This design comes from an exercise in tuning for small area, a short achievable clock period and few clock cycles per item on the open sky130 flow, not from production work. Only simulation tests tie the RTL to the original design; equivalence was not proved.

## flow/run.sh

```bash
#!/bin/bash
# synth_recipe.tcl (not shown) runs the flow's synth.tcl, then flattens the netlist and writes it again
# the make line also repeats each setting of config.mk as NAME=value (left out here)
make -C /OpenROAD-flow-scripts/flow DESIGN_CONFIG=/design/flow/config.mk WORK_HOME=/design/flow/orfs CLKGATE_MAP_FILE= SYNTH_SCRIPT=/design/flow/synth_recipe.tcl finish
```

## flow/design.v

```verilog
package ebpc_pkg;
  localparam logic [5-1:0] ALL_ONES = 5'b00000;
  localparam logic [5-1:0] DBXZ_DBPNZ = 5'b00001;
  localparam logic [5-1:0] TWO_ONES_PREFIX = 5'b00010;
  localparam logic [5-1:0] SINGLE_ONE_PREFIX = 5'b00011;
  parameter int unsigned   LOG_MAX_WORDS = 24;
  parameter int unsigned   LOG_MAX_ZRLE_LEN = 4;
  parameter int unsigned   MAX_ZRLE_LEN = 2**LOG_MAX_ZRLE_LEN;
  parameter int unsigned   LOG_DATA_W = 3;  
  parameter int unsigned   DATA_W = 2**LOG_DATA_W;
  parameter int unsigned   BLOCK_SIZE = 8;
  parameter int unsigned   MAX_SYMB_LEN = BLOCK_SIZE > 3+$clog2(DATA_W) ? (BLOCK_SIZE > 5+$clog2(BLOCK_SIZE) ? BLOCK_SIZE : 5+$clog2(BLOCK_SIZE)): (3+$clog2(DATA_W)> 5+$clog2(BLOCK_SIZE)? 3+$clog2(DATA_W) : 5+$clog2(BLOCK_SIZE));
  typedef enum             {
                            TWO,
                            THREE_PLUS_LOGM,
                            FIVE,
                            FIVE_PLUS_LOGN,
                            N
                            } symb_len_t;
  typedef struct packed {
    logic [0:DATA_W] [BLOCK_SIZE-2:0] dbp;
    logic [DATA_W-1:0]                base;
  } dbp_block_t;
  typedef struct packed {
    logic [MAX_SYMB_LEN-1:0] symb;
    symb_len_t            len;
    logic                 zero;
  } encoding_t;
endpackage  
import ebpc_pkg::*;
module ebpc_decoder
  (
   input logic                     clk_i,
   input logic                     rst_ni,
   input logic [DATA_W-1:0]        bpc_i,
   input logic                     bpc_last_i,
   input logic                     bpc_vld_i,
   output logic                    bpc_rdy_o,
   input logic [DATA_W-1:0]        znz_i,
   input logic                     znz_last_i,
   input logic                     znz_vld_i,
   output logic                    znz_rdy_o,
   input logic [LOG_MAX_WORDS-1:0] num_words_i,
   input logic                     num_words_vld_i,
   output logic                    num_words_rdy_o,
   output logic [DATA_W-1:0]       data_o,
   output logic                    last_o,
   output logic                    vld_o,
   input logic                     rdy_i
   );
  logic [23:0] cnt_q;
  logic        act_q, fin_q, nxt_q;
  logic [7:0]  z0_q, z1_q, z2_q;
  logic        zv0_q, zv1_q, zv2_q;
  logic        zl0_q, zl1_q, zl2_q;
  logic [7:0]  zp_q;
  logic [3:0]  zc_q;
  logic        fv0_q, fv1_q, fn0_q, fn1_q, fe0_q, fe1_q;
  logic [7:0]  od0_q, od1_q;
  logic        ov0_q, ov1_q, ol0_q, ol1_q;
  logic [7:0]  b0_q, b1_q, b2_q;
  logic        bv0_q, bv1_q, bv2_q;
  logic        bl0_q, bl1_q, bl2_q;
  logic [7:0]  bp_q;
  logic        inbase_q;       
  logic [3:0]  k_q;            
  logic [6:0]  pv_q;           
  logic [6:0]  pl_q [8];       
  logic [7:0]  base_q;
  logic        dfull_q;        
  logic [7:0]  acc_q;
  logic [7:0]  row_q [7];
  logic [2:0]  om_q;
  logic        ov_q;
  logic        adv, odone, ld_out;
  function automatic logic [7:0] window8(input logic [7:0] s0, input logic [7:0] s1,
                                         input logic [7:0] p);
    logic [15:0] c;
    c = {s0, s1};
    window8 = '0;
    for (int j = 0; j < 8; j++)
      for (int i = 0; i < 8; i++)
        window8[7-j] = window8[7-j] | (p[i] & c[15-i-j]);
  endfunction
  logic [7:0]  zwin;
  logic        zbit, zrun, zsym_ok, zadv;
  logic [3:0]  zcnt;
  assign zwin    = window8(z0_q, z1_q, zp_q);
  assign zbit    = zwin[7];
  assign zcnt    = zwin[6:3];
  assign zrun    = (zc_q != 4'd0);
  assign zsym_ok = zv0_q && (zv1_q || zl0_q);
  assign zadv    = act_q && !fv1_q && (zrun || zsym_ok);
  assign num_words_rdy_o = !act_q || (fin_q && !nxt_q);
  logic nw_take;
  assign nw_take = num_words_vld_i && num_words_rdy_o;
  always_ff @(posedge clk_i or negedge rst_ni) begin
    if (!rst_ni) begin
      act_q  <= 1'b0;
      fin_q  <= 1'b0;
      nxt_q  <= 1'b0;
    end else begin
      if (!act_q) begin
        if (nw_take) begin
          fin_q <= (num_words_i == '0);
          act_q <= 1'b1;
        end
      end else if (!fin_q) begin
        if (zadv)
          fin_q <= (cnt_q == 24'd1);
      end else begin
        if (zadv) begin
          if (nxt_q) begin
            fin_q <= (cnt_q == '0);
            nxt_q <= 1'b0;
          end else if (nw_take)
            fin_q <= (num_words_i == '0);
          else begin
            act_q <= 1'b0;
            fin_q <= 1'b0;
          end
        end else if (nw_take)
          nxt_q <= 1'b1;
      end
    end
  end
  always_ff @(posedge clk_i) begin
    if (nw_take)
      cnt_q <= num_words_i;
    else if (zadv && !fin_q)
      cnt_q <= cnt_q - 24'd1;
  end
  logic [7:0] zpn;
  logic [1:0] znpop;
  always_comb begin
    logic wrap, rest;
    zpn  = zp_q;
    wrap = 1'b0;
    rest = !zp_q[0];
    if (zadv && !zrun) begin
      if (zbit) begin
        zpn  = {zp_q[6:0], zp_q[7]};
        wrap = zp_q[7];
        rest = !zp_q[7];
      end else begin
        zpn  = {zp_q[2:0], zp_q[7:3]};
        wrap = |zp_q[7:3];
        rest = !zp_q[3];
      end
    end
    znpop = {1'b0, wrap};
    if (zadv && fin_q) begin
      if (rest)
        znpop = znpop + 2'd1;
      zpn = 8'd1;
    end
  end
  assign znz_rdy_o = !zv2_q;
  logic ztake;
  assign ztake = znz_vld_i && !zv2_q;
  always_ff @(posedge clk_i or negedge rst_ni) begin
    if (!rst_ni) begin
      {zv0_q, zv1_q, zv2_q} <= '0;
      {zl0_q, zl1_q, zl2_q} <= '0;
      zp_q <= 8'd1;
      zc_q <= '0;
    end else begin
      logic v0, v1, v2, l0, l1, l2;
      {v0, v1, v2} = {zv0_q, zv1_q, zv2_q};
      {l0, l1, l2} = {zl0_q, zl1_q, zl2_q};
      if (znpop == 2'd1) begin
        {v0, v1, v2} = {zv1_q, zv2_q, 1'b0};
        {l0, l1, l2} = {zl1_q, zl2_q, 1'b0};
      end else if (znpop == 2'd2) begin
        {v0, v1, v2} = {zv2_q, 1'b0, 1'b0};
        {l0, l1, l2} = {zl2_q, 1'b0, 1'b0};
      end
      if (ztake) begin
        if (!v0) begin
          v0 = 1'b1; l0 = znz_last_i;
        end else if (!v1) begin
          v1 = 1'b1; l1 = znz_last_i;
        end else begin
          v2 = 1'b1; l2 = znz_last_i;
        end
      end
      {zv0_q, zv1_q, zv2_q} <= {v0, v1, v2};
      {zl0_q, zl1_q, zl2_q} <= {l0, l1, l2};
      zp_q <= zpn;
      if (zadv) begin
        if (fin_q)
          zc_q <= '0;
        else if (zrun)
          zc_q <= zc_q - 4'd1;
        else if (!zbit)
          zc_q <= zcnt;
      end
    end
  end
  always_ff @(posedge clk_i) begin
    logic [7:0] s0, s1, s2;
    logic       v0, v1;
    {s0, s1, s2} = {z0_q, z1_q, z2_q};
    {v0, v1} = {zv0_q, zv1_q};
    if (znpop == 2'd1) begin
      {s0, s1} = {z1_q, z2_q};
      {v0, v1} = {zv1_q, zv2_q};
    end else if (znpop == 2'd2) begin
      s0 = z2_q;
      {v0, v1} = {zv2_q, 1'b0};
    end
    if (ztake) begin
      if (!v0)      s0 = znz_i;
      else if (!v1) s1 = znz_i;
      else          s2 = znz_i;
    end
    {z0_q, z1_q, z2_q} <= {s0, s1, s2};
  end
  logic emit, emit_nz, blk_end, opop;
  assign emit    = fv0_q && (!fn0_q || ov_q) && !ov1_q;
  assign emit_nz = emit && fn0_q;
  assign blk_end = emit && fe0_q;
  assign opop    = ov0_q && rdy_i;
  assign data_o = od0_q;
  assign last_o = ol0_q;
  assign vld_o  = ov0_q;
  always_ff @(posedge clk_i or negedge rst_ni) begin
    if (!rst_ni) begin
      {fv0_q, fv1_q} <= '0;
      {ov0_q, ov1_q} <= '0;
    end else begin
      logic v0, v1;
      {v0, v1} = {fv0_q, fv1_q};
      if (emit)
        {v0, v1} = {fv1_q, 1'b0};
      if (zadv) begin
        if (!v0) v0 = 1'b1;
        else     v1 = 1'b1;
      end
      {fv0_q, fv1_q} <= {v0, v1};
      {v0, v1} = {ov0_q, ov1_q};
      if (opop)
        {v0, v1} = {ov1_q, 1'b0};
      if (emit) begin
        if (!v0) v0 = 1'b1;
        else     v1 = 1'b1;
      end
      {ov0_q, ov1_q} <= {v0, v1};
    end
  end
  always_ff @(posedge clk_i) begin
    logic v0;
    v0 = fv0_q;
    if (emit) begin
      {fn0_q, fe0_q} <= {fn1_q, fe1_q};
      v0 = fv1_q;
    end
    if (zadv) begin
      if (!v0) {fn0_q, fe0_q} <= {!zrun && zbit, fin_q};
      else     {fn1_q, fe1_q} <= {!zrun && zbit, fin_q};
    end
    v0 = ov0_q;
    if (opop) begin
      {ol0_q, od0_q} <= {ol1_q, od1_q};
      v0 = ov1_q;
    end
    if (emit) begin
      if (!v0) {ol0_q, od0_q} <= {fe0_q, fn0_q ? acc_q : 8'd0};
      else     {ol1_q, od1_q} <= {fe0_q, fn0_q ? acc_q : 8'd0};
    end
  end
  logic [7:0]  win;
  assign win = window8(b0_q, b1_q, bp_q);
  logic c_raw, c_zero, c_run, c_ones, c_dbp, c_two, c_one;
  assign c_raw  = win[7];
  assign c_zero = win[7:6] == 2'b01;
  assign c_run  = win[7:5] == 3'b001;
  assign c_ones = win[7:3] == 5'b00000;
  assign c_dbp  = win[7:3] == 5'b00001;
  assign c_two  = win[7:3] == 5'b00010;
  assign c_one  = win[7:3] == 5'b00011;
  logic l2, l5, l6, l8;    
  assign l2 = c_zero;
  assign l5 = c_ones || c_dbp;
  assign l6 = c_run;
  assign l8 = c_raw || c_two || c_one;
  logic [6:0] sdbx;        
  always_comb begin
    sdbx = '0;
    if (c_raw)  sdbx = win[6:0];
    if (c_ones) sdbx = 7'h7f;
    if (c_two)  sdbx = 7'b1100000 >> win[2:0];
    if (c_one)  sdbx = 7'b1000000 >> win[2:0];
  end
  logic bfit;
  assign bfit = bv0_q && (bv1_q || bl0_q);
  logic       base_ok, bdrop;
  logic [7:0] bbase;
  assign bdrop   = !bp_q[0] && bl0_q;
  assign base_ok = bv1_q || (bv0_q && bp_q[0]);
  assign bbase   = bdrop ? b1_q : win;
  logic       go, d_base, d_sym, d_end;
  logic [6:0] newpl;
  logic [3:0] kn;          
  assign go     = !dfull_q || !ov_q;
  assign d_base = go && inbase_q && base_ok;
  assign d_sym  = go && !inbase_q && bfit;
  assign newpl  = c_dbp ? 7'd0 : (sdbx ^ pv_q);
  assign kn     = k_q + (c_run ? {1'b0, win[4:2]} + 4'd2 : 4'd1);
  assign d_end  = d_sym && (k_q == 4'd8 || kn == 4'd9);
  logic [7:0] bpn;
  logic [1:0] bnpop;
  always_comb begin
    logic wrap;
    bpn  = bp_q;
    wrap = 1'b0;
    if (l2) begin
      bpn  = {bp_q[5:0], bp_q[7:6]};
      wrap = |bp_q[7:6];
    end
    if (l5) begin
      bpn  = {bp_q[2:0], bp_q[7:3]};
      wrap = |bp_q[7:3];
    end
    if (l6) begin
      bpn  = {bp_q[1:0], bp_q[7:2]};
      wrap = |bp_q[7:2];
    end
    if (l8)
      wrap = 1'b1;
    bnpop = 2'd0;
    if (d_sym)
      bnpop = {1'b0, wrap};
    else begin
      bpn = bp_q;
      if (d_base) begin
        bnpop = bdrop ? 2'd2 : 2'd1;
        if (bdrop)
          bpn = 8'd1;
      end
    end
  end
  assign bpc_rdy_o = !bv2_q;
  logic btake;
  assign btake = bpc_vld_i && !bv2_q;
  always_ff @(posedge clk_i or negedge rst_ni) begin
    if (!rst_ni) begin
      {bv0_q, bv1_q, bv2_q} <= '0;
      {bl0_q, bl1_q, bl2_q} <= '0;
      bp_q     <= 8'd1;
      inbase_q <= 1'b1;
      dfull_q  <= 1'b0;
    end else begin
      logic v0, v1, v2, l0, l1, l2;
      {v0, v1, v2} = {bv0_q, bv1_q, bv2_q};
      {l0, l1, l2} = {bl0_q, bl1_q, bl2_q};
      if (bnpop == 2'd1) begin
        {v0, v1, v2} = {bv1_q, bv2_q, 1'b0};
        {l0, l1, l2} = {bl1_q, bl2_q, 1'b0};
      end else if (bnpop == 2'd2) begin
        {v0, v1, v2} = {bv2_q, 1'b0, 1'b0};
        {l0, l1, l2} = {bl2_q, 1'b0, 1'b0};
      end
      if (btake) begin
        if (!v0) begin
          v0 = 1'b1; l0 = bpc_last_i;
        end else if (!v1) begin
          v1 = 1'b1; l1 = bpc_last_i;
        end else begin
          v2 = 1'b1; l2 = bpc_last_i;
        end
      end
      {bv0_q, bv1_q, bv2_q} <= {v0, v1, v2};
      {bl0_q, bl1_q, bl2_q} <= {l0, l1, l2};
      bp_q <= bpn;
      if (d_base)
        inbase_q <= 1'b0;
      if (d_end) begin
        inbase_q <= 1'b1;
        dfull_q  <= 1'b1;
      end else if (ld_out)
        dfull_q  <= 1'b0;
    end
  end
  always_ff @(posedge clk_i) begin
    logic [7:0] s0, s1, s2;
    logic       v0, v1;
    {s0, s1, s2} = {b0_q, b1_q, b2_q};
    {v0, v1} = {bv0_q, bv1_q};
    if (bnpop == 2'd1) begin
      {s0, s1} = {b1_q, b2_q};
      {v0, v1} = {bv1_q, bv2_q};
    end else if (bnpop == 2'd2) begin
      s0 = b2_q;
      {v0, v1} = {bv2_q, 1'b0};
    end
    if (btake) begin
      if (!v0)      s0 = bpc_i;
      else if (!v1) s1 = bpc_i;
      else          s2 = bpc_i;
    end
    {b0_q, b1_q, b2_q} <= {s0, s1, s2};
    if (d_base) begin
      base_q <= bbase;
      k_q    <= 4'd0;
      pv_q   <= '0;
    end
    if (d_sym) begin
      k_q  <= kn;
      pv_q <= newpl;
    end
    for (int i = 0; i < 8; i++)
      if (d_sym && k_q <= 4'(i))
        pl_q[i] <= newpl;
  end
  assign adv    = emit_nz;
  assign odone  = (adv && (om_q == 3'd7 || fe0_q)) || (blk_end && ov_q && om_q != 3'd0);
  assign ld_out = dfull_q && (!ov_q || odone);
  always_ff @(posedge clk_i or negedge rst_ni) begin
    if (!rst_ni)
      ov_q <= 1'b0;
    else if (ld_out)
      ov_q <= 1'b1;
    else if (odone)
      ov_q <= 1'b0;
  end
  always_ff @(posedge clk_i) begin
    if (ld_out || odone)
      om_q <= '0;
    else if (adv)
      om_q <= om_q + 3'd1;
    if (ld_out) begin
      acc_q <= base_q;
      for (int j = 0; j < 7; j++)
        for (int b = 0; b < 8; b++)
          row_q[j][b] <= pl_q[b][6-j];
    end else if (adv) begin
      acc_q <= acc_q + row_q[0];
      for (int j = 0; j < 6; j++)
        row_q[j] <= row_q[j+1];
    end
  end
endmodule  
```

## flow/config.mk

```make
export PLATFORM = sky130hd
export DESIGN_NAME = ebpc_decoder
export DESIGN_NICKNAME = ebpc_decoder
export VERILOG_FILES = /design/flow/design.v
export SDC_FILE = /design/flow/constraint.sdc
export NUM_CORES = 4
export LEC_CHECK = 0
export CAP_MARGIN = 20
export CORE_MARGIN = 2
export CORE_UTILIZATION = 40
export PLACE_DENSITY = 0.6
export SLEW_MARGIN = 20
```

## flow/constraint.sdc

```tcl
create_clock -name core_clock -period 12.0 [get_ports {clk_i}]
set_input_delay 2.4000 -clock core_clock [delete_from_list [all_inputs] [get_ports {clk_i}]]
set_output_delay 2.4000 -clock core_clock [all_outputs]
set_load 0.01 [all_outputs]
```

==> results of run 1 <==
## per-layer routing
metal,global-route usage,vias up
met5,0,-
met4,0.0379,0
met1,0.220,4362
met3,0.0225,48
met2,0.252,223
li1,-,4556
## through the flow
stage                      util  std cells
after global routing      0.462       1744
after global placement    0.433       1687
after floorplan               -       1240
final                     0.462       1744
after detailed placement  0.433       1687
after CTS                 0.462       1744
## logic make-up after synthesis
logic type	share of synthesized area
xor gates and xnor gates	0.0237
muxes	0.0867
buffers and inverters	0.0369
adders and majority gates	0.0268
DFF	0.563
and+or+nand+nor	0.145
AOI/OAI and AO/OA	0.118
## worst max-delay path by stage
stage | start | to | slack [ps]
after floorplan | num_words_vld_i | cnt_q[0] | 7570
after global placement | znz_vld_i | z2_q[4] | 7640
after detailed placement | znz_vld_i | z2_q[2] | 7580
after CTS | fin_q | num_words_rdy_o | 7430
after global routing | fin_q | num_words_rdy_o | 7310
final | fin_q | num_words_rdy_o | 7480
## layout make-up
type,count,share of cell area
Clock inverter,22,0.00937
Inverter,37,0.00897
Tap cell,448,0.0362
Multi-Input combinational cell,857,0.355
Timing Repair Buffer,67,0.0419
Clock buffer,35,0.0531
Sequential cell,278,0.496
## state kept, by name, indices dropped and copies added (netlist names), 3 cells and up
register and cells:
b1_q 8, cnt_q 24, pl_q 56, z1_q 8, b2_q 8, od0_q 8
om_q 3, z2_q 8, b0_q 8, base_q 8, z0_q 8, bp_q 8
od1_q 8, pv_q 7, zc_q 4, k_q 4, row_q 56, zp_q 8
acc_q 8
## worst max-delay path, cell delays in order (launching register included)
cell,delay (ps)
dfrtp_1,760
nand2b_1,140
nand2_1,130
clkdlybuf4s50_1,540
## cells in the mapped netlist (11+ instances only)
cell type,n
o21ai_0,44
dfxtp_1,46
a21oi_1,85
nand4_1,13
nor4_1,11
a21o_1,12
nand3_1,18
clkbuf_1,41
nand2_1,228
a22oi_1,44
edfxtp_1,190
mux2_2,18
mux2i_1,47
ha_1,26
mux2_4,25
xnor2_1,18
inv_1,36
nor2_1,108
nor3_1,12
xor2_1,19
dfrtp_1,39
==> results.tsv, run 1 <==
metric	value	unit
register bit total from synthesis	278	
CTS sink cnt	278	
top layer in use	met4	
die height	189	um
synth unique cells	78	
fraction of layout cells with a size suffix above 1	0.103	
CP required	9600	ps
reg2reg end	z0_q[7]	
hold slack	417	ps
Reg2Reg Setup Slack	7920	ps
DR vias	9189	
Critical Path Start Type	flop	
Via density	5.27	
synth top area cells	edfxtp_1, dfrtp_1, dfxtp_1	
Antenna diodes	0	
most common cell after layout, fill and taps aside	nand2_1	
Slew Limit Headroom	0.324	
Final Hold Vio Count	0	
Die Area	0.0356	mm^2
multi-input combinational cell area	0.00549	mm^2
WL per Instance	15.9	um
met3 WL	1290	um
initial core utilization	0.407	
# IOs	61	
Root Buffer	clkbuf_16	
CTS Hold Bufs	0	
met2 wire length	12700	um
Final setup viols	0	
Tmin final	4520	ps
area leader, netlist	edfxtp_1	
nature of the critical path endpoint	output port	
met1 WL	13300	um
final antenna-violating net count	0	
DRC viols	0	
placed cell areas	0.0145	mm^2
floorplan row count	67	
commonest cells after routing, fill and taps aside	nand2_1, edfxtp_1, nor2_1	
clock latency on the worst-skew pair	550	ps
Total GRT Usage	0.156	
Worst Path Arrival	2120	ps
TritonCTS Buffers	31	
dpl hpwl	18700	um
Core Region	0.0335	mm^2
Port-buffer cells	60	
maximum clock rate	221	MHz
Yosys Warn Count	3	
CTS tree	built	
hold_sp	pl_q[3][0]	
max-slew violations	0	
Synth Area per Inst	11.0	um^2
Syn Inst Count	1240	
RePlAce Congestion	0.825	
Sequential cell area	0.00768	mm^2
Worst Hold Path EP	row_q[6][3]	
Chip Width	189	um
largest net degree at the start of global routing	70	
r2r startpoint	zc_q[0]	
Syn Nets	1316	
drt total wl	27800	um
share of the synthesized area in the top cell type	0.418	
Max-Cap Viols	0	
initial DRC count	919	
clock-pin slew on the worst setup and hold paths	60	ps
DP Worst Slack	7580	ps
dominant synthesized flop cell	edfxtp_1	
Synth Cell Area	0.0137	mm^2
global-route wire length before repair	46200	um
ys async rst share	0.151	
Filler Cells Inserted	3102	
initial antenna violation count	0	
RSZ-0062 raised after global routing	no	
Final period util	0.376	
hold path depth	0	
Worst Path Max Fanout	21	
Post-CTS Setup Inserts	0	
Hold Path Class	reg2reg	
final worst setup slack	7480	ps
Worst Tran Pin Value	1010	ps
EDFF count, synth	190	
Fin Clk Skew	15.7	ps
WS Path Type	reg2out	
Setup TNS Final	0	ps
post_cts resized	0	
sequential fraction of the synthesis area	0.563	
DR pass1 iterations	6	
H-tree levels	1	
worst r2r path cells	12	
Syn-to-layout area delta	13.4	%
design area	0.0155	mm^2
Final nets	1348	
vias in the first global route	9052	
CTS max path bufs	3	
total gr overflow	0	
status	no timing/DRC/antenna violations	
Testbench counts, summed over its fixed seeds: cycles 29,214, words 28,155.
==> inputs of run 2 (changes only) <==
--- a/flow/design.v
+++ b/flow/design.v
@@ -56,4 +56,5 @@
   logic [7:0]  zp_q;
   logic [3:0]  zc_q;
+  logic        zrun_q;         
   logic        fv0_q, fv1_q, fn0_q, fn1_q, fe0_q, fe1_q;
   logic [7:0]  od0_q, od1_q;
@@ -65,5 +66,4 @@
   logic        inbase_q;       
   logic [3:0]  k_q;            
-  logic [6:0]  pv_q;           
   logic [6:0]  pl_q [8];       
   logic [7:0]  base_q;
@@ -89,10 +89,11 @@
   assign zbit    = zwin[7];
   assign zcnt    = zwin[6:3];
-  assign zrun    = (zc_q != 4'd0);
+  assign zrun    = zrun_q;
   assign zsym_ok = zv0_q && (zv1_q || zl0_q);
   assign zadv    = act_q && !fv1_q && (zrun || zsym_ok);
-  assign num_words_rdy_o = !act_q || (fin_q && !nxt_q);
+  logic nwr_q;
+  assign num_words_rdy_o = nwr_q;
   logic nw_take;
-  assign nw_take = num_words_vld_i && num_words_rdy_o;
+  assign nw_take = num_words_vld_i && nwr_q;
   always_ff @(posedge clk_i or negedge rst_ni) begin
     if (!rst_ni) begin
@@ -100,27 +101,32 @@
       fin_q  <= 1'b0;
       nxt_q  <= 1'b0;
+      nwr_q  <= 1'b1;
     end else begin
+      logic a, f, n;
+      {a, f, n} = {act_q, fin_q, nxt_q};
       if (!act_q) begin
         if (nw_take) begin
-          fin_q <= (num_words_i == '0);
-          act_q <= 1'b1;
+          f = (num_words_i == '0);
+          a = 1'b1;
         end
       end else if (!fin_q) begin
         if (zadv)
-          fin_q <= (cnt_q == 24'd1);
+          f = (cnt_q == 24'd1);
       end else begin
         if (zadv) begin
           if (nxt_q) begin
-            fin_q <= (cnt_q == '0);
-            nxt_q <= 1'b0;
+            f = (cnt_q == '0);
+            n = 1'b0;
           end else if (nw_take)
-            fin_q <= (num_words_i == '0);
+            f = (num_words_i == '0);
           else begin
-            act_q <= 1'b0;
-            fin_q <= 1'b0;
+            a = 1'b0;
+            f = 1'b0;
           end
         end else if (nw_take)
-          nxt_q <= 1'b1;
+          n = 1'b1;
       end
+      {act_q, fin_q, nxt_q} <= {a, f, n};
+      nwr_q <= !a || (f && !n);
     end
   end
@@ -134,5 +140,5 @@
   logic [1:0] znpop;
   always_comb begin
-    logic wrap, rest;
+    logic wrap, rest, drop;
     zpn  = zp_q;
     wrap = 1'b0;
@@ -149,14 +155,13 @@
       end
     end
-    znpop = {1'b0, wrap};
-    if (zadv && fin_q) begin
-      if (rest)
-        znpop = znpop + 2'd1;
+    drop = zadv && fin_q && rest;
+    znpop = {wrap && drop, wrap ^ drop};
+    if (zadv && fin_q)
       zpn = 8'd1;
-    end
   end
-  assign znz_rdy_o = !zv2_q;
+  logic zrdy_q;
+  assign znz_rdy_o = zrdy_q;
   logic ztake;
-  assign ztake = znz_vld_i && !zv2_q;
+  assign ztake = znz_vld_i && zrdy_q;
   always_ff @(posedge clk_i or negedge rst_ni) begin
     if (!rst_ni) begin
@@ -165,4 +170,6 @@
       zp_q <= 8'd1;
       zc_q <= '0;
+      zrun_q <= 1'b0;
+      zrdy_q <= 1'b1;
     end else begin
       logic v0, v1, v2, l0, l1, l2;
@@ -186,13 +193,18 @@
       end
       {zv0_q, zv1_q, zv2_q} <= {v0, v1, v2};
+      zrdy_q <= !v2;
       {zl0_q, zl1_q, zl2_q} <= {l0, l1, l2};
       zp_q <= zpn;
       if (zadv) begin
-        if (fin_q)
-          zc_q <= '0;
-        else if (zrun)
-          zc_q <= zc_q - 4'd1;
-        else if (!zbit)
-          zc_q <= zcnt;
+        if (fin_q) begin
+          zc_q   <= '0;
+          zrun_q <= 1'b0;
+        end else if (zrun) begin
+          zc_q   <= zc_q - 4'd1;
+          zrun_q <= (zc_q != 4'd1);
+        end else if (!zbit) begin
+          zc_q   <= zcnt;
+          zrun_q <= (zcnt != 4'd0);
+        end
       end
     end
@@ -306,5 +318,7 @@
   assign d_base = go && inbase_q && base_ok;
   assign d_sym  = go && !inbase_q && bfit;
-  assign newpl  = c_dbp ? 7'd0 : (sdbx ^ pv_q);
+  logic [6:0] prev;
+  assign prev   = (k_q == 4'd0) ? 7'd0 : pl_q[7];
+  assign newpl  = c_dbp ? 7'd0 : (sdbx ^ prev);
   assign kn     = k_q + (c_run ? {1'b0, win[4:2]} + 4'd2 : 4'd1);
   assign d_end  = d_sym && (k_q == 4'd8 || kn == 4'd9);
@@ -341,7 +355,8 @@
     end
   end
-  assign bpc_rdy_o = !bv2_q;
+  logic brdy_q;
+  assign bpc_rdy_o = brdy_q;
   logic btake;
-  assign btake = bpc_vld_i && !bv2_q;
+  assign btake = bpc_vld_i && brdy_q;
   always_ff @(posedge clk_i or negedge rst_ni) begin
     if (!rst_ni) begin
@@ -349,4 +364,5 @@
       {bl0_q, bl1_q, bl2_q} <= '0;
       bp_q     <= 8'd1;
+      brdy_q   <= 1'b1;
       inbase_q <= 1'b1;
       dfull_q  <= 1'b0;
@@ -372,4 +388,5 @@
       end
       {bv0_q, bv1_q, bv2_q} <= {v0, v1, v2};
+      brdy_q <= !v2;
       {bl0_q, bl1_q, bl2_q} <= {l0, l1, l2};
       bp_q <= bpn;
@@ -404,9 +421,7 @@
       base_q <= bbase;
       k_q    <= 4'd0;
-      pv_q   <= '0;
     end
     if (d_sym) begin
       k_q  <= kn;
-      pv_q <= newpl;
     end
     for (int i = 0; i < 8; i++)
--- a/flow/config.mk
+++ b/flow/config.mk
@@ -9,4 +9,5 @@
 export CORE_MARGIN = 2
 export CORE_UTILIZATION = 40
+export CTS_BUF_LIST = sky130_fd_sc_hd__clkbuf_4 sky130_fd_sc_hd__clkbuf_8
 export PLACE_DENSITY = 0.6
 export SLEW_MARGIN = 20
==> results.tsv, run 2 <==
metric	value	unit
DR vias	9488	
Fin Clk Skew	32.6	ps
Filler Cells Inserted	3054	
Post-synth top cells	nand2_1, edfxtp_1, nor2_1, o21ai_0, clkbuf_1	
cell mode on critical path	nor2_1	
ys async rst share	0.167	
register bit total from synthesis	275	
Final Hold Vio Count	0	
worst-path cell chain	a22oi_1 -> and4_1 -> inv_1 -> ha_1 -> nor2_1 -> and3_1 -> o311ai_2 -> a22oi_4 -> mux2i_1 -> nor2_1	
RePlAce Congestion	0.830	
CTS Hold Bufs	0	
dpl hpwl	18500	um
Worst Path Arrival	4430	ps
Slew Limit Headroom	0.354	
initial DRC count	827	
Worst Path Max Fanout	27	
multi-input combinational cell area	0.00537	mm^2
Synth Cell Area	0.0133	mm^2
Antenna diodes	0	
commonest cells after routing, fill and taps aside	nand2_1, edfxtp_1, nor2_1	
floorplan row count	66	
total gr overflow	0	
WS Path Type	reg2reg	
Max-Cap Viols	0	
count leader, synth	nand2_1	
post_cts resized	0	
Final period util	0.354	
CTS tree	built	
Sequential cell area	0.00757	mm^2
CP required	12180	ps
clock-pin slew on the worst setup and hold paths	60	ps
Syn-to-layout area delta	14.6	%
area leader, netlist	edfxtp_1	
Total GRT Usage	0.163	
DRC viols	0	
Hold Path Class	reg2reg	
H-tree levels	2	
CTS max path bufs	3	
initial antenna violation count	0	
die height	187	um
Worst Tran Pin Value	965	ps
RSZ-0062 raised after global routing	no	
CTS sink cnt	275	
DR pass1 iterations	5	
Chip Width	187	um
Via density	5.29	
Yosys Warn Count	3	
dominant synthesized flop cell	edfxtp_1	
Tmin final	4240	ps
# IOs	61	
nature of the critical path endpoint	flop	
number of placed instances, taps included	1709	
maximum clock rate	236	MHz
synth top area cells	edfxtp_1, nand2_1, dfrtp_1	
Core Region	0.0327	mm^2
Reg2Reg Setup Slack	7760	ps
Critical Path Max Stage Delay	800	ps
Syn Nets	1344	
Setup TNS Final	0	ps
WL per Instance	15.7	um
Syn Inst Count	1268	
EDFF count, synth	183	
biggest regs	pl_q: 56 flops, row_q: 56 flops, cnt_q: 24 flops	
Critical Path Start Type	flop	
global-route wire length before repair	47500	um
status	no timing/DRC/antenna violations	
Post-CTS Setup Inserts	0	
Synth Area per Inst	10.5	um^2
share of the synthesized area in the top cell type	0.412	
fraction of layout cells with a size suffix above 1	0.113	
TritonCTS Buffers	48	
largest net degree at the start of global routing	70	
Final nets	1393	
synth unique cells	67	
clock latency on the worst-skew pair	570	ps
crit path max-delay cell type	a22oi_4	
vias in the first global route	9337	
max-slew violations	0	
final antenna-violating net count	0	
initial core utilization	0.408	
sequential fraction of the synthesis area	0.568	
Die Area	0.0348	mm^2
drt total wl	28200	um
Root Buffer	clkbuf_8	
Port-buffer cells	60	
Final setup viols	0	
Non-Filler Instances	1795	
most common cell after layout, fill and taps aside	nand2_1	
-- run 2: cell count changes in the layout (fill, tap and decap cells not counted), sizes merged, moves of 9 or more --
cell	change
nor2	-25
nor3	+11
a21oi	-34
nand2	+51
clkinv	-9
o21ai	+36
clkbuf	+40
-- run 2: area by class of cell --
class	instances	share of cell area
multi-input cells	889	0.351
inverters	33	0.00811
well taps	442	0.0362
clock buffers	75	0.0598
clock inverters	11	0.00532
flip-flops and latches	275	0.496
repair buffers	70	0.0437
-- run 2: worst max-delay path, delay by kind of cell, from the launching register on --
| family | cells | cell delay (ps) |
|---|---|---|
| fa+ha+maj | 1 | 320 |
| buf+inv | 1 | 100 |
| compound gates | 3 | 1160 |
| flops | 1 | 550 |
| mux | 1 | 270 |
| simple gates | 4 | 1440 |
-- run 2: cell families after synthesis --
family,count (synthesis),synth area share
AND/OR/NAND/NOR,480,0.158
AO/OA/AOI/OAI,262,0.126
XOR/XNOR,34,0.0223
flip-flops,275,0.568
multiplexers,85,0.0682
buffers and inverters,104,0.0303
adder cells (fa/ha/maj),28,0.0274
-- run 2: path summary, 6_finish.rpt --
path	startpoint	end	cells past startpoint
setup reg to reg	bp_q[6]	b2_q[0]	10
hold / removal	pl_q[3][0]	row_q[6][3]	0
min in group asynchronous	rst_ni	bl1_q	2
hold reg to reg	pl_q[3][0]	row_q[6][3]	0
setup / recovery	bp_q[6]	b2_q[0]	10
max in group asynchronous	rst_ni	ov1_q	2
-- run 2: layer usage --
metal	vias up	track usage	part of all wire
met5	-	0	0
met4	0	0.0559	0.026
met3	65	0.0316	0.051
met2	243	0.255	0.44
met1	4493	0.226	0.48
li1	4687	-	-
-- run 2: through the flow --
step / util / hold slack, ps / setup WS, ps / area [um^2]
final: 0.467 / 417 / 7760 / 15300
after global routing: 0.467 / 428 / 7420 / 15300
after CTS: 0.467 / 419 / 7770 / 15300
after detailed placement: 0.437 / 406 / 7610 / 14300
after global placement: 0.437 / 401 / 7630 / 14300
after floorplan: - / 400 / 7880 / 13300
Testbench counts of run 2, summed over its fixed seeds: cycles 29,214, words 28,155.
==> inputs of run 3 (changes only) <==
--- a/flow/config.mk
+++ b/flow/config.mk
@@ -9,5 +9,4 @@
 export CORE_MARGIN = 2
 export CORE_UTILIZATION = 40
-export CTS_BUF_LIST = sky130_fd_sc_hd__clkbuf_4 sky130_fd_sc_hd__clkbuf_8
 export PLACE_DENSITY = 0.6
 export SLEW_MARGIN = 20
==> results.tsv, run 3 <==
metric	value	unit
Root Buffer	clkbuf_16	
Port-buffer cells	60	
CP required	12190	ps
Top Family by Delay on Critical Path	simple AND/OR/NAND/NOR gates	
Via density	5.27	
Worst Tran Pin Value	947	ps
Synth Area per Inst	10.5	um^2
commonest cells after routing, fill and taps aside	nand2_1, edfxtp_1, nor2_1	
cell mode on critical path	nor2_1	
count leader, synth	nand2_1	
RSZ-0062 raised after global routing	no	
Yosys Warn Count	3	
Syn Nets	1344	
design area	0.0152	mm^2
RePlAce Congestion	0.830	
Core Region	0.0327	mm^2
DR pass1 iterations	5	
Non-Filler Instances	1764	
placed cell areas	0.0143	mm^2
share of the synthesized area in the top cell type	0.412	
initial DRC count	855	
final antenna-violating net count	0	
EDFF count, synth	183	
synth unique cells	67	
post_cts resized	0	
ys async rst share	0.167	
vias in the first global route	9134	
WL per Instance	15.9	um
WS Path Type	reg2reg	
total gr overflow	0	
sequential fraction of the synthesis area	0.568	
CTS sink cnt	275	
Syn-to-layout area delta	14.0	%
worst path bufs/invs	1	
Critical Path Max Stage Delay	790	ps
Fin Clk Skew	23.7	ps
Total GRT Usage	0.160	
clock-pin slew on the worst setup and hold paths	60	ps
Post-CTS Setup Inserts	0	
largest net degree at the start of global routing	70	
Setup TNS Final	0	ps
nature of the critical path endpoint	flop	
crit path max-delay cell type	a22oi_4	
clock latency on the worst-skew pair	560	ps
fraction of layout cells with a size suffix above 1	0.0847	
number of placed instances, taps included	1709	
Final period util	0.350	
Post-synth top cells	nand2_1, edfxtp_1, nor2_1, o21ai_0, clkbuf_1	
drt total wl	28000	um
DR vias	9304	
floorplan row count	66	
worst-path cell chain	a22oi_1 -> and4_1 -> inv_1 -> ha_1 -> nor2_1 -> and3_1 -> o311ai_2 -> a22oi_4 -> mux2i_1 -> nor2_1	
most common cell after layout, fill and taps aside	nand2_1	
Max-Cap Viols	0	
DRC viols	0	
Final nets	1375	
status	no timing/DRC/antenna violations	
max-slew violations	0	
Syn Inst Count	1268	
register bit total from synthesis	275	
dominant synthesized flop cell	edfxtp_1	
Critical Path Start Type	flop	
TritonCTS Buffers	30	
# IOs	61	
CTS max path bufs	3	
global-route wire length before repair	46800	um
synth top area cells	edfxtp_1, nand2_1, dfrtp_1	
Tmin final	4200	ps
Crit path depth	10	
CTS tree	built	
DP Worst Slack	7610	ps
area leader, netlist	edfxtp_1	
maximum clock rate	238	MHz
initial core utilization	0.408	
H-tree levels	1	
Hold Path Class	reg2reg	
Antenna diodes	0	
biggest regs	pl_q: 56 flops, row_q: 56 flops, cnt_q: 24 flops	
Slew Limit Headroom	0.366	
Final Hold Vio Count	0	
Final setup viols	0	
initial antenna violation count	0	
Chip Width	187	um
Synth Cell Area	0.0133	mm^2
hold path depth	0	
CTS Hold Bufs	0	
Worst Path Max Fanout	27	
dpl hpwl	18500	um
hold slack	417	ps
die height	187	um
final worst setup slack	7800	ps
worst r2r path cells	10	
Die Area	0.0348	mm^2
fin util	0.465	
Worst Path Arrival	4380	ps
==> run 3: cell counts after synthesis <==
No cell type changed its count.
==> run 3: routing by layer <==
| metal | part of all wire | GRT usage | up-vias |
|---|---|---|---|
| met4 | 0.022 | 0.0458 | 0 |
| li1 | - | - | 4640 |
| met5 | 0 | 0 | - |
| met3 | 0.051 | 0.0260 | 48 |
| met2 | 0.44 | 0.255 | 240 |
| met1 | 0.49 | 0.226 | 4376 |
==> run 3: worst paths after layout <==
| check | from | endpoint | slack [ps] |
|---|---|---|---|
| max in group asynchronous | rst_ni | ov1_q | 9560 |
| min in group asynchronous | rst_ni | bv2_q | 1960 |
| worst max register to register | bp_q[6] | b2_q[0] | 7800 |
| worst min register to register | pl_q[3][0] | row_q[6][3] | 420 |
| worst min-delay path | pl_q[3][0] | row_q[6][3] | 420 |
| worst max-delay path | bp_q[6] | b2_q[0] | 7800 |
==> run 3: area by class of cell <==
type                            count  area, um^2
Multi-Input combinational cell    889        5370
Sequential cell                   275        7570
Clock inverter                     21         124
Tap cell                          442         553
Timing Repair Buffer               70         668
Fill cell                        3039       17500
Clock buffer                       34         787
Inverter                           33         124
==> run 3: cell families (layout without fill, tap and decap cells) <==
family / after synthesis / in the layout / synth area share
AOI/OAI and AO/OA: 262 / 262 / 0.126
xor gates and xnor gates: 34 / 34 / 0.0223
adders and majority gates: 28 / 28 / 0.0274
buffers and inverters: 104 / 158 / 0.0303
DFF: 275 / 275 / 0.568
muxes: 85 / 85 / 0.0682
and+or+nand+nor: 480 / 480 / 0.158
==> inputs of run 4 (changes only) <==
==> flow/flow/run.sh (new file) <==
#!/bin/bash
# Standard ORFS layout, with timing repair aiming for extra setup slack
# (the clock period and constraints are unchanged).
set -euo pipefail
bash standard.sh SETUP_SLACK_MARGIN=8 finish > standard_flow.log 2>&1
==> flow/standard.sh (new file) <==
#!/bin/bash
# synth_recipe.tcl (not shown) runs the flow's synth.tcl, then flattens the netlist and writes it again
# the make line also repeats each setting of config.mk as NAME=value (left out here)
make -C /OpenROAD-flow-scripts/flow DESIGN_CONFIG=/design/flow/config.mk WORK_HOME=/design/flow/orfs CLKGATE_MAP_FILE= SYNTH_SCRIPT=/design/flow/synth_recipe.tcl "${@:-finish}"
removed: flow/run.sh
==> results.tsv, run 4 <==
metric	value	unit
# IOs	61	
xor and xnor area share after synthesis	0.0223	
Yosys Warn Count	3	
most common cell after layout, fill and taps aside	nand2_1	
initial DRC count	840	
DRC viols	0	
DR pass1 iterations	6	
Worst Path Arrival	1470	ps
maximum clock rate	258	MHz
Via density	5.36	
Sequential cell area	0.00757	mm^2
fraction of layout cells with a size suffix above 1	0.0934	
RePlAce Congestion	0.832	
initial core utilization	0.408	
Final Hold Vio Count	0	
vias in the first global route	9053	
TritonCTS Buffers	30	
dpl hpwl	18400	um
count leader, synth	nand2_1	
synth top area cells	edfxtp_1, nand2_1, dfrtp_1	
Syn Inst Count	1268	
dominant synthesized flop cell	edfxtp_1	
CTS max path bufs	3	
CP required	9600	ps
final antenna-violating net count	0	
EDFF count, synth	183	
RSZ-0062 raised after global routing	no	
multi-input combinational cell area	0.00543	mm^2
die height	187	um
register bit total from synthesis	275	
main combinational cell family by area after synthesis	simple AND/OR/NAND/NOR gates	
Final setup viols	0	
WS Path Type	reg2out	
crit path max-delay cell type	clkdlybuf4s50_1	
Synth Area in Adders	0.0274	
mux cell area share after synthesis	0.0682	
status	no timing/DRC/antenna violations	
clock latency on the worst-skew pair	550	ps
met3 WL	1460	um
Core Region	0.0327	mm^2
Synth Cell Area	0.0133	mm^2
total gr overflow	0	
Root Buffer	clkbuf_16	
Post-synth top cells	nand2_1, edfxtp_1, nor2_1, o21ai_0, clkbuf_1	
Slew Limit Headroom	0.406	
Die Area	0.0348	mm^2
share of the synthesized area in the top cell type	0.412	
Filler Cells Inserted	2977	
met1 WL	13300	um
Final period util	0.323	
WL per Instance	16.0	um
CTS sink cnt	275	
Hold Path Class	reg2reg	
Antenna diodes	0	
fin util	0.471	
sequential fraction of the synthesis area	0.568	
Synth Area in Simple Gates	0.158	
Final nets	1379	
H-tree levels	1	
Syn-to-layout area delta	15.5	%
worst-path cell chain	clkdlybuf4s50_1	
Syn Nets	1344	
drt total wl	28300	um
Worst Tran Pin Value	885	ps
synth unique cells	67	
CTS Hold Bufs	0	
Worst Path Max Fanout	3	
Total GRT Usage	0.160	
Max-Cap Viols	0	
Port-buffer cells	60	
post-synthesis compound-gate area fraction	0.126	
top layer in use	met4	
Chip Width	187	um
clock-pin slew on the worst setup and hold paths	60	ps
area leader, netlist	edfxtp_1	
largest net degree at the start of global routing	70	
Synth Area per Inst	10.5	um^2
biggest regs	pl_q: 56 flops, row_q: 56 flops, cnt_q: 24 flops	
nature of the critical path endpoint	output port	
Top Family by Delay on Critical Path	buffers and inverters	
Setup TNS Final	0	ps
Tmin final	3870	ps
Critical Path Start Type	flop	
global-route wire length before repair	47000	um
initial antenna violation count	0	
worst path bufs/invs	1	
met2 wire length	12800	um
Critical Path Max Stage Delay	550	ps
DR vias	9489	
CTS tree	built	
max-slew violations	0	
commonest cells after routing, fill and taps aside	nand2_1, edfxtp_1, o21ai_0	
Fin Clk Skew	11.6	ps
ys async rst share	0.167	
floorplan row count	66	
[run 4: timing repair]
item | in CTS | in global routing
hold endpoints to repair | 0 | 0
pin swaps | 1 | 1
resized for setup | 3 | 10
endpoints found under the setup margin | 19 | 76
gates cloned | 1 | 0
setup buffers | 0 | 5
[run 4: per-layer routing]
metal / track usage / vias up
met5: 0 / -
met4: 0.0443 / 0
met3: 0.0209 / 47
met2: 0.253 / 268
met1: 0.230 / 4523
li1: - / 4651
[run 4: cells by family after synthesis]
logic type	Yosys count
AND/OR/NAND/NOR	480
buffers and inverters	104
AO/OA/AOI/OAI	262
multiplexers	85
adder cells (fa/ha/maj)	28
flip-flops	275
XOR/XNOR	34
[run 4: stage by stage]
| stage | cells | instance area, um^2 | setup slack (ps) | hold WS [ps] |
|---|---|---|---|---|
| finish | 1769 | 15400 | 8130 | 419 |
| floorplan | 1268 | 13300 | 8150 | 400 |
| global placement | 1707 | 14300 | 7610 | 401 |
| CTS | 1764 | 15300 | 8070 | 420 |
| global route | 1769 | 15400 | 8000 | 426 |
| detailed placement | 1707 | 14300 | 7590 | 405 |
[run 4: path summary, 6_finish.rpt]
check	start	to	slack, ps	cells past startpoint
max	ov0_q	vld_o	8130	1
min in group asynchronous	rst_ni	bl1_q	1960	2
min reg2reg	pl_q[3][0]	row_q[6][3]	420	0
max in group asynchronous	rst_ni	fin_q	9600	2
max reg2reg	bp_q[5]	b1_q[1]	8270	11
min	pl_q[3][0]	row_q[6][3]	420	0
[run 4: layout make-up]
type | instances | area share
clock buffers | 47 | 0.0543
clock inverters | 9 | 0.0112
inverters | 33 | 0.00804
multi-input cells | 890 | 0.353
flip-flops and latches | 275 | 0.492
well taps | 442 | 0.0359
repair buffers | 73 | 0.0461
==> inputs of run 5 (changes only) <==
--- a/flow/design.v
+++ b/flow/design.v
@@ -71,5 +71,5 @@
   logic [7:0]  acc_q;
   logic [7:0]  row_q [7];
-  logic [2:0]  om_q;
+  logic [7:0]  om_q;           
   logic        ov_q;
   logic        adv, odone, ld_out;
@@ -430,5 +430,5 @@
   end
   assign adv    = emit_nz;
-  assign odone  = (adv && (om_q == 3'd7 || fe0_q)) || (blk_end && ov_q && om_q != 3'd0);
+  assign odone  = (adv && (om_q[7] || fe0_q)) || (blk_end && ov_q && !om_q[0]);
   assign ld_out = dfull_q && (!ov_q || odone);
   always_ff @(posedge clk_i or negedge rst_ni) begin
@@ -440,9 +440,15 @@
       ov_q <= 1'b0;
   end
+  logic [7:0] dsel;
+  always_comb begin
+    dsel = '0;
+    for (int j = 0; j < 7; j++)
+      dsel = dsel | ({8{om_q[j]}} & row_q[j]);
+  end
   always_ff @(posedge clk_i) begin
     if (ld_out || odone)
-      om_q <= '0;
+      om_q <= 8'd1;
     else if (adv)
-      om_q <= om_q + 3'd1;
+      om_q <= {om_q[6:0], 1'b0};
     if (ld_out) begin
       acc_q <= base_q;
@@ -450,9 +456,6 @@
         for (int b = 0; b < 8; b++)
           row_q[j][b] <= pl_q[b][6-j];
-    end else if (adv) begin
-      acc_q <= acc_q + row_q[0];
-      for (int j = 0; j < 6; j++)
-        row_q[j] <= row_q[j+1];
-    end
+    end else if (adv)
+      acc_q <= acc_q + dsel;
   end
 endmodule  
==> flow/flow/run.sh (replaced) <==
#!/bin/bash
# Standard ORFS layout with timing repair aiming for extra setup slack and
# plain buffers on the ports (the clock period and constraints are unchanged).
set -euo pipefail
bash standard.sh SETUP_SLACK_MARGIN=9 'BUFFER_PORTS_ARGS=-buffer_cell sky130_fd_sc_hd__buf_2' finish > standard_flow.log 2>&1
==> results.tsv, run 5 <==
metric	value	unit
status	no timing/DRC/antenna violations	
Final Hold Vio Count	0	
Via density	5.52	
vias in the first global route	9220	
Syn Inst Count	1144	
dominant synthesized flop cell	edfxtp_1	
maximum clock rate	271	MHz
Final setup viols	0	
Synth Cell Area	0.0133	mm^2
Antenna diodes	0	
Final period util	0.308	
design area	0.0164	mm^2
Top Family by Delay on Critical Path	flip-flops	
hold slack	413	ps
commonest cells after routing, fill and taps aside	edfxtp_1, nand2_1, nor2_1	
sequential fraction of the synthesis area	0.579	
biggest regs	pl_q: 56 flops, row_q: 56 flops, cnt_q: 24 flops	
CTS sink cnt	280	
r2r startpoint	bp_q[3]	
# IOs	61	
nature of the critical path endpoint	output port	
RSZ-0062 raised after global routing	yes	
Synth Area per Inst	11.6	um^2
Hold Path Class	reg2reg	
global-route wire length before repair	49200	um
Fin Clk Skew	11.0	ps
Port-buffer cells	60	
Critical Path Max Stage Delay	610	ps
Die Area	0.0346	mm^2
Critical Path Start Type	flop	
ys async rst share	0.164	
area leader, netlist	edfxtp_1	
dpl hpwl	19800	um
final antenna-violating net count	0	
CTS tree	built	
Setup TNS Final	0	ps
Post-synth top cells	edfxtp_1, nand2_1, nor2_1	
Yosys Warn Count	3	
count leader, synth	edfxtp_1	
Slew Limit Headroom	0.301	
EDFF count, synth	183	
max-slew violations	0	
floorplan row count	66	
Syn-to-layout area delta	24.1	%
initial core utilization	0.406	
placed cell areas	0.0142	mm^2
Non-Filler Instances	1729	
Core Region	0.0326	mm^2
fraction of layout cells with a size suffix above 1	0.287	
clock latency on the worst-skew pair	560	ps
worst path bufs/invs	1	
H-tree levels	1	
Total GRT Usage	0.179	
Final nets	1338	
Max-Cap Viols	0	
most common cell after layout, fill and taps aside	edfxtp_1	
initial DRC count	988	
TritonCTS Buffers	29	
Worst Tran Pin Value	1040	ps
DRC viols	0	
share of the synthesized area in the top cell type	0.415	
RePlAce Congestion	0.854	
clock-pin slew on the worst setup and hold paths	60	ps
DR pass1 iterations	5	
DP Worst Slack	7920	ps
Tmin final	3690	ps
CP required	9600	ps
reg2reg end	b2_q[1]	
total gr overflow	0	
worst r2r path cells	11	
number of placed instances, taps included	1587	
register bit total from synthesis	280	
worst-path cell chain	buf_6	
Reg2Reg Setup Slack	8980	ps
CP endpoint	num_words_rdy_o	
initial antenna violation count	0	
largest net degree at the start of global routing	59	
die height	186	um
Worst Path Max Fanout	3	
drt total wl	31900	um
synth unique cells	74	
CTS max path bufs	3	
crit path max-delay cell type	dfstp_2	
DR vias	9541	
CP startpoint	nwr_q	
synth top area cells	edfxtp_1, dfxtp_1, dfrtp_1	
Root Buffer	clkbuf_16	
WL per Instance	18.4	um
WS Path Type	reg2out	
Chip Width	186	um
final worst setup slack	8310	ps
Syn Nets	1217	
Crit path depth	1	
Worst Path Arrival	1290	ps
run 5: cell count changes after synthesis, sizes merged, moves of 8 or more:
cell	previous run	this run
a21oi	53	62
a222oi	2	10
a22oi	53	68
clkbuf	56	43
mux2i	41	59
nand2	279	113
run 5: through the flow:
step | utilization
2_1_floorplan | -
3_3_place_gp | 0.434
3_5_place_dp | 0.434
4_1_cts | 0.489
5_1_grt | 0.504
6_report | 0.504
run 5: cell type report:
type / count / area, um^2
inverter: 27 / 119
sequential: 280 / 7710
fill: 2833 / 16200
tap: 442 / 553
multi-input combinational: 774 / 5860
timing repair buffer: 153 / 1220
clock inverter: 21 / 253
clock buffer: 32 / 737
run 5: layer usage:
layer | share of wire | vias to the layer above | GRT usage | wire (um)
li1 | - | 4563 | - | -
met1 | 0.46 | 4640 | 0.249 | 14700
met2 | 0.47 | 274 | 0.293 | 15000
met3 | 0.044 | 64 | 0.0219 | 1410
met4 | 0.025 | 0 | 0.0507 | 786
met5 | 0 | - | 0 | 0
run 5: worst min path at each step:
| stage | start | to | slack, ps | depth (start not counted) |
|---|---|---|---|---|
| 6_report | pl_q[5][6] | row_q[0][5] | 410 | 0 |
| 5_1_grt | pl_q[1][4] | row_q[2][1] | 420 | 0 |
| 4_1_cts | pl_q[5][6] | row_q[0][5] | 410 | 0 |
| 2_1_floorplan | pl_q[0][6] | row_q[0][0] | 400 | 0 |
| 3_5_place_dp | pl_q[5][6] | row_q[0][5] | 400 | 0 |
| 3_3_place_gp | pl_q[3][6] | row_q[0][3] | 400 | 0 |
run 5: logic make-up (layout without fill, tap and decap cells):
logic type,count (synthesis),after routing,synth area share
buf+inv,91,233,0.0305
xor+xnor,32,32,0.0212
compound gates,295,295,0.150
simple gates,325,326,0.118
mux,96,96,0.0760
fa+ha+maj,25,25,0.0247
flops,280,280,0.579
run 5: what timing repair did:
action | CTS | global route
pin swaps | 27 | 30
setup endpoints to repair | 143 | 127
hold buffers | 0 | 0
gates cloned | 1 | 2
buffers inserted | 53 | 33
resized for setup | 83 | 55
Testbench counts of run 5, summed over its fixed seeds: cycles 29,214, words 28,155.
==> inputs of run 6 (changes only) <==
==> flow/flow/run.sh (replaced) <==
#!/bin/bash
# Standard ORFS layout with timing repair aiming for extra setup slack and
# plain buffers on the ports (the clock period and constraints are unchanged).
set -euo pipefail
bash standard.sh SETUP_SLACK_MARGIN=8 'BUFFER_PORTS_ARGS=-buffer_cell sky130_fd_sc_hd__buf_2' finish > standard_flow.log 2>&1
==> results.tsv, run 6 <==
metric	value	unit
status	no timing/DRC/antenna violations	
synth top area cells	edfxtp_1, dfxtp_1, dfrtp_1	
synth unique cells	74	
Syn Inst Count	1144	
Syn-to-layout area delta	11.9	%
Antenna diodes	0	
dpl hpwl	19700	um
Max-Cap Viols	0	
Fin Clk Skew	26.6	ps
# IOs	61	
Synth Cell Area	0.0133	mm^2
Tmin final	3790	ps
floorplan row count	66	
dominant synthesized flop cell	edfxtp_1	
CTS tree	built	
most common cell after layout, fill and taps aside	edfxtp_1	
initial antenna violation count	0	
nature of the critical path endpoint	flop	
WS Path Type	reg2reg	
Final Hold Vio Count	0	
H-tree levels	1	
CP required	12440	ps
Port-buffer cells	60	
maximum clock rate	264	MHz
fin util	0.455	
Worst Tran Pin Value	1030	ps
Worst Path Max Fanout	25	
Final nets	1251	
Worst Path Arrival	4230	ps
sequential fraction of the synthesis area	0.579	
RePlAce Congestion	0.834	
clock-pin slew on the worst setup and hold paths	70	ps
total gr overflow	0	
max-slew violations	0	
largest net degree at the start of global routing	47	
Setup TNS Final	0	ps
die height	186	um
initial DRC count	648	
Final period util	0.316	
Post-CTS Setup Inserts	0	
ys async rst share	0.164	
Yosys Warn Count	3	
global-route wire length before repair	47100	um
initial core utilization	0.406	
DRC viols	0	
Hold Path Class	reg2reg	
register bit total from synthesis	280	
TritonCTS Buffers	30	
Root Buffer	clkbuf_16	
Syn Nets	1217	
Core Region	0.0326	mm^2
RSZ-0062 raised after global routing	no	
vias in the first global route	8742	
Final setup viols	0	
clock latency on the worst-skew pair	550	ps
CTS sink cnt	280	
CTS Hold Bufs	0	
Chip Width	186	um
Total GRT Usage	0.171	
EDFF count, synth	183	
area leader, netlist	edfxtp_1	
Via density	5.46	
hold slack	416	ps
fraction of layout cells with a size suffix above 1	0.152	
share of the synthesized area in the top cell type	0.415	
Die Area	0.0346	mm^2
placed cell areas	0.0139	mm^2
DR vias	8983	
Slew Limit Headroom	0.309	
Filler Cells Inserted	2993	
biggest regs	pl_q: 56 flops, row_q: 56 flops, cnt_q: 24 flops	
CTS max path bufs	3	
commonest cells after routing, fill and taps aside	edfxtp_1, nand2_1, nor2_1	
design area	0.0148	mm^2
final antenna-violating net count	0	
drt total wl	29300	um
Critical Path Start Type	flop	
Post-synth top cells	edfxtp_1, nand2_1, nor2_1	
count leader, synth	edfxtp_1	
Synth Area per Inst	11.6	um^2
Reg2Reg Setup Slack	8210	ps
WL per Instance	17.8	um
DR pass1 iterations	5	
[run 6: cell counts after synthesis]
Identical to the previous run, type by type.
[run 6: repair_timing]
action                     4_1_cts  5_1_grt
cloned                           0        0
setup endpoints to repair        3       26
gates resized for setup          1        1
pin swaps                        0        1
hold endpoints to repair         0        0
[run 6: stage by stage]
step	setup WS, ps	cells
finish	8210	1644
detailed placement	7530	1588
CTS	8090	1644
global route	8040	1644
global placement	7520	1588
floorplan	8280	1144
[run 6: cell families (layout without fill, tap and decap cells)]
group	Yosys count	after routing	share of synthesized area
flip-flops	280	280	0.579
AO/OA/AOI/OAI	295	295	0.150
AND/OR/NAND/NOR	325	325	0.118
multiplexers	96	96	0.0760
buffers and inverters	91	149	0.0305
adder cells (fa/ha/maj)	25	25	0.0247
XOR/XNOR	32	32	0.0212
[run 6: layout make-up]
class / instances / area [um^2] / share of cell area
sequential: 280 / 7670 / 0.517
multi-input combinational: 773 / 5210 / 0.351
clock buffer: 49 / 913 / 0.0616
tap: 442 / 553 / 0.0373
timing repair buffer: 66 / 345 / 0.0233
inverter: 27 / 101 / 0.00683
clock inverter: 7 / 33.8 / 0.00228
[run 6: metal layers]
metal,up-vias,GRT usage,share of wire
li1,4376,-,-
met1,4322,0.237,0.47
met2,240,0.285,0.47
met3,45,0.0194,0.046
met4,0,0.0425,0.019
met5,-,0,0
[run 6: worst paths after layout]
check	startpoint	end	cells past startpoint
setup / recovery	bp_q[7]	bl0_q	10
hold / removal	pl_q[4][6]	row_q[0][4]	0
setup reg to reg	bp_q[7]	bl0_q	10
hold reg to reg	pl_q[4][6]	row_q[0][4]	0
max in group asynchronous	rst_ni	ov0_q	2
min in group asynchronous	rst_ni	bp_q[1]	2
[run 6: critical path, cell delays in order (launching register included)]
cell	delay, ps
dfrtp_1	570
a22oi_1	260
nand4_1	270
ha_1	400
or2_2	360
nor2_1	190
o41ai_4	180
or2_1	300
buf_4	250
o31ai_4	510
mux2_2	390
==> inputs of run 7 (changes only) <==
==> flow/flow/run.sh (replaced) <==
#!/bin/bash
# Standard ORFS layout with timing repair aiming for extra setup slack and
# plain buffers on the ports (the clock period and constraints are unchanged).
set -euo pipefail
bash standard.sh SETUP_SLACK_MARGIN=8.4 'BUFFER_PORTS_ARGS=-buffer_cell sky130_fd_sc_hd__buf_2' finish > standard_flow.log 2>&1
==> results.tsv, run 7 <==
metric	value	unit
status	no timing/DRC/antenna violations	
crit path max-delay cell type	dfstp_2	
Synth Area in Adders	0.0247	
worst-path cell chain	buf_6	
synth top area cells	edfxtp_1, dfxtp_1, dfrtp_1	
RSZ-0062 raised after global routing	yes	
Final nets	1261	
reg2reg end	b1_q[6]	
EDFF count, synth	183	
Sequential cell area	0.00768	mm^2
Critical Path Start Type	flop	
placed cell areas	0.0139	mm^2
Reg2Reg Setup Slack	8580	ps
CTS Hold Bufs	0	
Worst Path Arrival	1170	ps
maximum clock rate	280	MHz
initial core utilization	0.406	
vias in the first global route	8829	
CP required	9600	ps
Final period util	0.298	
global-route wire length before repair	48000	um
Final setup viols	0	
commonest cells after routing, fill and taps aside	edfxtp_1, nand2_1, nor2_1	
dpl hpwl	19700	um
Port-buffer cells	60	
die height	186	um
Slew Limit Headroom	0.358	
initial antenna violation count	0	
fin util	0.465	
CP endpoint	znz_rdy_o	
Antenna diodes	0	
largest net degree at the start of global routing	63	
Worst Path Max Fanout	2	
CTS sink cnt	280	
CTS tree	built	
DRC viols	0	
post-synthesis compound-gate area fraction	0.150	
Hold Path Class	reg2reg	
Via density	5.46	
Top Family by Delay on Critical Path	flip-flops	
Synth Cell Area	0.0133	mm^2
Yosys Warn Count	3	
Max-Cap Viols	0	
Critical Path Max Stage Delay	550	ps
Total GRT Usage	0.175	
ys async rst share	0.164	
dominant synthesized flop cell	edfxtp_1	
Core Region	0.0326	mm^2
multi-input combinational cell area	0.00530	mm^2
Filler Cells Inserted	2943	
worst r2r path cells	10	
share of the synthesized area in the top cell type	0.415	
area leader, netlist	edfxtp_1	
Syn Inst Count	1144	
DR pass1 iterations	5	
Chip Width	186	um
Final Hold Vio Count	0	
fraction of layout cells with a size suffix above 1	0.170	
Tmin final	3570	ps
Crit path depth	1	
xor and xnor area share after synthesis	0.0212	
Die Area	0.0346	mm^2
max-slew violations	0	
final antenna-violating net count	0	
CTS max path bufs	3	
total gr overflow	0	
H-tree levels	2	
main combinational cell family by area after synthesis	compound AO/OA/AOI/OAI gates	
Fin Clk Skew	18.3	ps
drt total wl	29800	um
mux cell area share after synthesis	0.0760	
Worst Tran Pin Value	955	ps
initial DRC count	612	
WS Path Type	reg2out	
synth unique cells	74	
floorplan row count	66	
count leader, synth	edfxtp_1	
WL per Instance	18.0	um
r2r startpoint	bp_q[5]	
worst path bufs/invs	1	
biggest regs	pl_q: 56 flops, row_q: 56 flops, cnt_q: 24 flops	
DR vias	9041	
nature of the critical path endpoint	output port	
Syn Nets	1217	
design area	0.0152	mm^2
# IOs	61	
clock-pin slew on the worst setup and hold paths	60	ps
Post-synth top cells	edfxtp_1, nand2_1, nor2_1	
RePlAce Congestion	0.838	
clock latency on the worst-skew pair	520	ps
sequential fraction of the synthesis area	0.579	
CP startpoint	zrdy_q	
Synth Area in Simple Gates	0.118	
TritonCTS Buffers	34	
Syn-to-layout area delta	14.5	%
Setup TNS Final	0	ps
Synth Area per Inst	11.6	um^2
most common cell after layout, fill and taps aside	edfxtp_1	
Root Buffer	clkbuf_16	
register bit total from synthesis	280	
==> run 7: worst min-delay path by stage <==
stage,from,endpoint,cells after the start
final,pl_q[1][3],row_q[3][1],0
after global routing,pl_q[1][0],row_q[6][1],0
after CTS,pl_q[1][3],row_q[3][1],0
after detailed placement,pl_q[1][3],row_q[3][1],0
after global placement,pl_q[1][6],row_q[0][1],0
after floorplan,pl_q[0][6],row_q[0][0],0
==> run 7: cell families after synthesis <==
group	count (synthesis)
adders and majority gates	25
AOI/OAI and AO/OA	295
and+or+nand+nor	325
buffers and inverters	91
xor gates and xnor gates	32
DFF	280
muxes	96
==> run 7: metrics by stage <==
stage / cells / hold WS [ps] / setup slack, ps
floorplan: 1144 / 400 / 8480
global placement: 1586 / 400 / 7550
detailed placement: 1586 / 405 / 7530
CTS: 1653 / 416 / 8400
global route: 1655 / 420 / 8380
finish: 1655 / 415 / 8430
==> run 7: area by class of cell <==
class                           count  area share
Inverter                           27     0.00668
Timing Repair Buffer               72      0.0278
Multi-Input combinational cell    773       0.349
Clock buffer                       42      0.0601
Sequential cell                   280       0.506
Tap cell                          442      0.0365
Clock inverter                     19      0.0134
==> run 7: metal layers <==
metal	vias to the layer above	routed length, um	GRT usage
met1	4349	13800	0.238
li1	4396	-	-
met5	-	0	0
met3	49	1430	0.0295
met4	0	649	0.0535
met2	247	13900	0.288
==> run 7: what timing repair did <==
action | in CTS | in global routing
pin swaps | 4 | 1
gates resized for setup | 10 | 16
endpoints found under the setup margin | 64 | 109
setup buffers | 6 | 2

[static timing again, ports no longer ideal]
In the flow no input, the clock included, has a driving cell. The finished layouts below were timed again as built, in two steps.
Step 1: set_driving_cell puts a clkbuf_16 on clk_i and a buf_2 on each other input, an assumption about the parent block.
Step 2 moves the port delays by t, midway between the first and last clock arrival at a register: inputs arrive t later, outputs are due t later. That takes back most of the time a late clock gives input paths.
a / b / c = ideal / step 1 / step 2; a / b = the first two.
| run | shift t [ns] | setup WS [ns] | hold WS [ns] | slew at the worst register clock pin (ns) | pins driven straight from the clock port |
|---|---|---|---|---|---|
| run 1 | 0.587 | 7.485 / 7.436 / 7.601 | 0.417 / 0.417 / 0.417 | 0.07 / 0.07 | 1 |
| run 2 | 0.599 | 7.756 / 7.756 / 7.587 | 0.417 / 0.417 / 0.417 | 0.06 / 0.06 | 1 |
| run 3 | 0.598 | 7.803 / 7.803 / 7.575 | 0.417 / 0.417 / 0.417 | 0.06 / 0.06 | 1 |
| run 4 | 0.593 | 8.130 / 8.079 / 7.661 | 0.419 / 0.419 / 0.419 | 0.06 / 0.06 | 1 |
| run 5 | 0.601 | 8.310 / 8.261 / 7.978 | 0.413 / 0.413 / 0.413 | 0.07 / 0.07 | 1 |
| run 6 | 0.587 | 8.210 / 8.210 / 7.868 | 0.416 / 0.416 / 0.416 | 0.07 / 0.07 | 1 |
| run 7 | 0.556 | 8.426 / 8.379 / 8.095 | 0.415 / 0.415 / 0.415 | 0.06 / 0.06 | 1 |
After both steps every run listed still meets setup and hold. For run 4, which loses most, drivers alone change the setup slack by -0.051 ns; drivers and shift together by -0.469 ns.
